This is an optimization exercise on Yosys and OpenROAD, whose aim is a short achievable clock period and few clock cycles, not a production implementation. The RTL was checked by simulation tests, not by an equivalence proof against the original design. No driver is modelled on the clock port, so clocking that relies on it looks cheaper here than on a real chip. Power is estimated from default activity; no workload was simulated.

==> job 1828 <==
Design SingleCycleProc, start of the top module:
module SingleCycleProc(CLK, Reset_L, startPC, currentPC, instruction, dMemAddr, dMemWriteData, dMemWrite, dMemOut);
==> module RegisterFile, before the edit <==
module RegisterFile(BusA, BusB, BusC, ZeroC, BusW, ZeroW, RA, RB, RC, RW, RegWr, Clk);
  output [63:0] BusA;
  output [63:0] BusB;
  output [63:0] BusC;
  output        ZeroC;
  input  [63:0] BusW;
  input         ZeroW;
  input  [4:0]  RA;
  input  [4:0]  RB;
  input  [4:0]  RC;
  input  [4:0]  RW;
  input         RegWr;
  input         Clk;
  reg [63:0] registers [30:0];
  reg [30:0] zflags;
  assign BusA  = (RA == 5'd31) ? 64'd0 : registers[RA];
  assign BusB  = (RB == 5'd31) ? 64'd0 : registers[RB];
  assign BusC  = (RC == 5'd31) ? 64'd0 : registers[RC];
  assign ZeroC = (RC == 5'd31) ? 1'b1  : zflags[RC];
  always @(posedge Clk)
    if (RegWr && RW != 5'd31) begin
      registers[RW] <= BusW;
      zflags[RW]    <= ZeroW;
    end
endmodule
==> module SingleCycleProc, before the edit <==
module SingleCycleProc(CLK, Reset_L, startPC, currentPC, instruction, dMemAddr, dMemWriteData, dMemWrite, dMemOut);
   input CLK;
   input Reset_L;
   input [63:0] startPC;
   output [63:0] currentPC;
   input [31:0] instruction;    
   output [63:0] dMemAddr;      
   output [63:0] dMemWriteData;
   output 	 dMemWrite;
   input [63:0]  dMemOut;       
   reg [63:0] pcF;
   reg        xValid;           
   reg        xWr;              
   reg        xLd;
   reg        xStore;           
   reg        xCin, xLogic, xOr;
   reg [4:0]  xRd;
   reg [63:0] xA, xB, xSD;      
   reg [8:0]  xALo;             
   reg [54:0] xAHi;             
   reg [54:0] xAOnes, xAZeros;
   reg        xAInc, xADec;     
   assign currentPC = pcF;
   wire [4:0] rm = instruction[20:16];
   wire [4:0] rn = instruction[9:5];
   wire [4:0] rt = instruction[4:0];
   wire isLd, isSt, isAdd, isSub, isAnd, isOrr, isCBZ, isB;
   SingleCycleControl control(isLd, isSt, isAdd, isSub, isAnd, isOrr, isCBZ, isB, instruction[31:21]);
   wire isR = isAdd | isSub | isAnd | isOrr;
   wire [63:0] aluRes;
   wire        aluZero;
   ALU mainALU(aluRes, aluZero, xA, xB, xCin, xLogic, xOr);
   wire [63:0] wData = xLd ? dMemOut : aluRes;
   wire        wZero = xLd ? ~|dMemOut : aluZero;
   wire        wEn   = xValid & xWr & Reset_L;
   assign dMemAddr = {xAHi ^ (({xAOnes[53:0], 1'b1} & {55{xAInc}}) |
                              ({xAZeros[53:0], 1'b1} & {55{xADec}})), xALo};
   assign dMemWriteData = xSD;
   assign dMemWrite     = xStore & Reset_L;
   wire [63:0] rfA, rfB, rfC;
   wire        rfCZero;
   RegisterFile registers(rfA, rfB, rfC, rfCZero, wData, wZero, rn, rm, rt, xRd, wEn, CLK);
   wire fwd  = xValid & xWr;
   wire fwdA = fwd & (xRd == rn);
   wire fwdB = fwd & (xRd == rm);
   wire fwdC = fwd & (xRd == rt);
   wire [63:0] valA = fwdA ? wData : rfA;
   wire [63:0] valB = fwdB ? wData : rfB;
   wire [63:0] valC = fwdC ? wData : rfC;
   wire        zeroC = fwdC ? wZero : rfCZero;
   wire [8:0]  imm9 = instruction[20:12];
   wire [9:0]  aLo  = {1'b0, valA[8:0]} + {1'b0, imm9};
   wire [54:0] aHi  = valA[63:9];
   wire [54:0] aOnes, aZeros;
   PrefixAnd #(55) apo(aOnes, aHi);
   PrefixAnd #(55) apz(aZeros, ~aHi);
   wire aInc = aLo[9] & ~imm9[8];    
   wire aDec = ~aLo[9] & imm9[8];    
   wire [63:0] bTarget, cTarget, pcPlus4;
   NextPClogic next(bTarget, cTarget, pcPlus4, pcF, instruction);
   wire cbzTaken = isCBZ & zeroC;
   wire capture = (pcF == startPC);
   wire runF    = Reset_L | capture;
   wire [63:0] nextPC = isB ? bTarget : (cbzTaken ? cTarget : pcPlus4);
   wire [63:0] pcD    = runF ? nextPC : startPC;
   always @(posedge CLK) begin
      pcF    <= pcD;
      xValid <= runF;
      xWr    <= (isR | isLd) & (rt != 5'd31);
      xLd    <= isLd;
      xStore <= runF & isSt;
      xCin   <= isSub;
      xLogic <= isAnd | isOrr;
      xOr    <= isOrr;
      xRd    <= rt;
      xA     <= valA;
      xB     <= isSub ? ~valB : valB;
      xALo    <= aLo[8:0];
      xAHi    <= aHi;
      xAOnes  <= aOnes;
      xAZeros <= aZeros;
      xAInc   <= aInc;
      xADec   <= aDec;
      xSD    <= valC;
   end
endmodule
==> flow/config.mk <==
export PLATFORM = sky130hd
export DESIGN_NAME = SingleCycleProc
export DESIGN_NICKNAME = SingleCycleProc
export VERILOG_FILES = /design/flow/design.v
export SDC_FILE = /design/flow/constraint.sdc
export NUM_CORES = 4
export LEC_CHECK = 0
export ABC_CLOCK_PERIOD_IN_PS = 4000
export CAP_MARGIN = 20
export CORE_MARGIN = 2
export CORE_UTILIZATION = 35
export PLACE_DENSITY = 0.5
export SLEW_MARGIN = 20
==> flow/constraint.sdc <==
create_clock -name core_clock -period 17.0 [get_ports {CLK}]
set_input_delay 3.4000 -clock core_clock [delete_from_list [all_inputs] [get_ports {CLK}]]
set_output_delay 3.4000 -clock core_clock [all_outputs]
set_load 0.01 [all_outputs]
standard.sh (not shown) runs the stock make flow with config.mk's settings and CLKGATE_MAP_FILE= SYNTH_SCRIPT=/design/flow/synth_recipe.tcl, a recipe that flattens the netlist after the stock synthesis.
==> flow/flow/run.sh <==
#!/bin/bash
# The standard layout (the standard.sh: unchanged synthesis and steps,
# the design's clock period and constraints in constraint.sdc), with these
# changes to how the layout is optimised:
#  - MATCH_CELL_FOOTPRINT 0: the resizer may swap a cell for one with another
#    footprint (the port buffers ORFS inserts are clkdlybuf4s50_1 cells,
#    which otherwise can only be resized within their own footprint);
#  - POST_CTS_TCL flow/eco.tcl: after CTS, the AND gate that drives
#    dMemWrite's output buffer takes Reset_L straight from its input buffer
#    (see eco.tcl).
# Each tool's full output is in the ORFS logs under orfs/logs; make's own
# output goes to standard_flow.log.
set -euo pipefail
bash standard.sh SETUP_SLACK_MARGIN=10.5 MATCH_CELL_FOOTPRINT=0 POST_CTS_TCL="$PWD/flow/eco.tcl" finish > standard_flow.log 2>&1
Other scripts of this flow, unchanged in this note and not shown: flow/flow/eco.tcl
==> job 4929 (differences from job 1828) <==
--- a/flow/design.v
+++ b/flow/design.v
@@ -119,13 +119,15 @@
   end
 endmodule
 `timescale 1ns / 1ps
-module RegisterFile(BusA, BusB, BusC, ZeroC, BusW, ZeroW, RA, RB, RC, RW, RegWr, Clk);
+module RegisterFile(BusA, BusB, BusC, ZeroC, OneA, OneB, BusW, ZeroW, OneW, RA, RB, RC, RW, RegWr, Clk);
   output [63:0] BusA;
   output [63:0] BusB;
   output [63:0] BusC;
   output        ZeroC;
+  output        OneA, OneB;
   input  [63:0] BusW;
   input         ZeroW;
+  input         OneW;
   input  [4:0]  RA;
   input  [4:0]  RB;
   input  [4:0]  RC;
@@ -134,14 +136,18 @@
   input         Clk;
   reg [63:0] registers [30:0];
   reg [30:0] zflags;
+  reg [30:0] oflags;
   assign BusA  = (RA == 5'd31) ? 64'd0 : registers[RA];
   assign BusB  = (RB == 5'd31) ? 64'd0 : registers[RB];
   assign BusC  = (RC == 5'd31) ? 64'd0 : registers[RC];
   assign ZeroC = (RC == 5'd31) ? 1'b1  : zflags[RC];
+  assign OneA  = (RA == 5'd31) ? 1'b0  : oflags[RA];
+  assign OneB  = (RB == 5'd31) ? 1'b0  : oflags[RB];
   always @(posedge Clk)
     if (RegWr && RW != 5'd31) begin
       registers[RW] <= BusW;
       zflags[RW]    <= ZeroW;
+      oflags[RW]    <= OneW;
     end
 endmodule
 module SingleCycleProc(CLK, Reset_L, startPC, currentPC, instruction, dMemAddr, dMemWriteData, dMemWrite, dMemOut);
@@ -156,6 +162,7 @@
    input [63:0]  dMemOut;       
    reg [63:0] pcF;
    reg        xValid;           
+   reg        xFold;            
    reg        xWr;              
    reg        xLd;
    reg        xStore;           
@@ -166,6 +173,12 @@
    reg [54:0] xAHi;             
    reg [54:0] xAOnes, xAZeros;
    reg        xAInc, xADec;     
+   reg        btbV;             
+   reg [61:0] btbPC, btbTgt;
+   reg        cbzV;             
+   reg [61:0] cbzPC, cbzPC1;    
+   reg [61:0] cbzTgt;
+   reg [4:0]  cbzRt;
    assign currentPC = pcF;
    wire [4:0] rm = instruction[20:16];
    wire [4:0] rn = instruction[9:5];
@@ -178,6 +191,7 @@
    ALU mainALU(aluRes, aluZero, xA, xB, xCin, xLogic, xOr);
    wire [63:0] wData = xLd ? dMemOut : aluRes;
    wire        wZero = xLd ? ~|dMemOut : aluZero;
+   wire        wOne  = xLd ? (dMemOut == 64'd1) : (aluRes == 64'd1);
    wire        wEn   = xValid & xWr & Reset_L;
    assign dMemAddr = {xAHi ^ (({xAOnes[53:0], 1'b1} & {55{xAInc}}) |
                               ({xAZeros[53:0], 1'b1} & {55{xADec}})), xALo};
@@ -185,7 +199,8 @@
    assign dMemWrite     = xStore & Reset_L;
    wire [63:0] rfA, rfB, rfC;
    wire        rfCZero;
-   RegisterFile registers(rfA, rfB, rfC, rfCZero, wData, wZero, rn, rm, rt, xRd, wEn, CLK);
+   wire        rfOneA, rfOneB;
+   RegisterFile registers(rfA, rfB, rfC, rfCZero, rfOneA, rfOneB, wData, wZero, wOne, rn, rm, rt, xRd, wEn, CLK);
    wire fwd  = xValid & xWr;
    wire fwdA = fwd & (xRd == rn);
    wire fwdB = fwd & (xRd == rm);
@@ -194,6 +209,8 @@
    wire [63:0] valB = fwdB ? wData : rfB;
    wire [63:0] valC = fwdC ? wData : rfC;
    wire        zeroC = fwdC ? wZero : rfCZero;
+   wire        oneA  = fwdA ? wOne : rfOneA;
+   wire        oneB  = fwdB ? wOne : rfOneB;
    wire [8:0]  imm9 = instruction[20:12];
    wire [9:0]  aLo  = {1'b0, valA[8:0]} + {1'b0, imm9};
    wire [54:0] aHi  = valA[63:9];
@@ -205,16 +222,25 @@
    wire [63:0] bTarget, cTarget, pcPlus4;
    NextPClogic next(bTarget, cTarget, pcPlus4, pcF, instruction);
    wire cbzTaken = isCBZ & zeroC;
+   wire btbHit = Reset_L & btbV & (pcPlus4[63:2] == btbPC);
+   wire [63:0] fallPC = btbHit ? {btbTgt, 2'b00} : pcPlus4;
+   wire cHit = Reset_L & cbzV & (pcPlus4[63:2] == cbzPC) & isR & (rt == cbzRt);
+   wire [61:0] cFall = (btbV & (btbPC == cbzPC1)) ? btbTgt : cbzPC1;
+   wire subKnown  = isSub & (oneA | oneB);
+   wire foldTaken = cHit & isSub & oneA & oneB;
+   wire foldMiss  = Reset_L & xValid & xFold & aluZero;
    wire capture = (pcF == startPC);
    wire runF    = Reset_L | capture;
-   wire [63:0] nextPC = isB ? bTarget : (cbzTaken ? cTarget : pcPlus4);
-   wire [63:0] pcD    = runF ? nextPC : startPC;
+   wire [63:0] seqPC  = cHit ? {cFall, 2'b00} : fallPC;
+   wire [63:0] nextPC = isB ? bTarget : (cbzTaken ? cTarget : seqPC);
+   wire [63:0] pcD    = (foldMiss | foldTaken) ? {cbzTgt, 2'b00} : (runF ? nextPC : startPC);
    always @(posedge CLK) begin
       pcF    <= pcD;
-      xValid <= runF;
+      xValid <= runF & ~foldMiss;
+      xFold  <= cHit & ~subKnown;
       xWr    <= (isR | isLd) & (rt != 5'd31);
       xLd    <= isLd;
-      xStore <= runF & isSt;
+      xStore <= runF & ~foldMiss & isSt;
       xCin   <= isSub;
       xLogic <= isAnd | isOrr;
       xOr    <= isOrr;
@@ -228,5 +254,21 @@
       xAInc   <= aInc;
       xADec   <= aDec;
       xSD    <= valC;
+      if (!Reset_L)
+        cbzV <= 1'b0;
+      else if (isCBZ & (rt != 5'd31)) begin
+        cbzV   <= 1'b1;
+        cbzPC  <= pcF[63:2];
+        cbzPC1 <= pcPlus4[63:2];
+        cbzTgt <= cTarget[63:2];
+        cbzRt  <= rt;
+      end
+      if (!Reset_L)
+        btbV <= 1'b0;
+      else if (isB) begin
+        btbV   <= 1'b1;
+        btbPC  <= pcF[63:2];
+        btbTgt <= bTarget[63:2];
+      end
    end
 endmodule
==> summary.txt <==
Run status:
- The flow ran to the end and the layout has no timing, DRC or antenna violations.

Synthesis:
- The compound-gate portion of the synthesized area is 8.00%.

Global route:
- For met3 alone, demand over resource in global routing was 7.29%.

Detailed routing:
- Wire segments on met3 add up to 71.4 mm in the final route.
- The DRC marker count from the first detailed-route iteration is 15.7k.

Placed design:
- The setup slack after placement is 6.98 ns.

Clock network:
- The insertion delay to the later sink of the worst-skew pair is 0.98 ns.

Finish:
- The number of sequential storage elements is 2,401.

Power:
- The power per unit of standard cell area is 107 mW/mm^2.

Critical path:
- The destination of the worst register-to-register timing path is xAZeros[45].
[end of results for job 1828]
==> summary.txt <==
Clock network:
- The later pin in the worst-skew pair is clocked with a latency of 1.01 ns.

Critical path:
- The endpoint identified for the worst register-to-register timing path is pcF[13].

Power:
- The power per unit of standard cell area is 110 mW/mm^2.

Run status:
- The flow ran to the end and the layout has no timing, DRC or antenna violations.

Finish:
- The number of sequential storage elements is 2,750.
- The finished layout holds 18.1k standard cells, fillers aside.

Placed design:
- The setup slack after placement is 6.44 ns.

Synthesis:
- The compound-gate portion of the synthesized area is 8.83%.

Detailed routing:
- The detailed router finished its first iteration with 19.5k violations.
- The length of routed met3 wiring is 95.8 mm.

Global route:
- Global routing consumed, on the met3 layer, 9.48% of the routing resources.
[end of results for job 4929]
Testbench counts of job 1828, summed over its fixed seeds: cycles 51,124.
Testbench counts of job 4929, summed over its fixed seeds: cycles 46,746.

[what the ideal ports hide]
The flow's constraints put no driver on any port. The routed layouts listed below were extracted and timed again, unchanged, in two steps.
Step 1 (the two cells are an assumption about what drives the block):
set clk [get_ports {CLK}]
set_driving_cell -lib_cell sky130_fd_sc_hd__clkbuf_16 $clk
set_driving_cell -lib_cell sky130_fd_sc_hd__buf_2 [delete_from_list [all_inputs] $clk]
Step 2 also shifts input and output timing later by t, the mid clock arrival at the registers, as if the neighbouring blocks saw the same clock.
Slacks: ideal ports / drivers / drivers and shift; pairs: ideal ports / drivers.
run | t (ns) | setup WS [ns] | worst setup path after step 2
job 1828 | 1.046 | 9.833 / 9.780 / 8.830 | input to register
job 4929 | 1.073 | 9.829 / 9.768 / 8.830 | input to register
After both steps every run listed still meets setup and hold. The setup slack of job 1828, which loses most, moves by -0.053 ns with the drivers and by -1.003 ns with both steps.
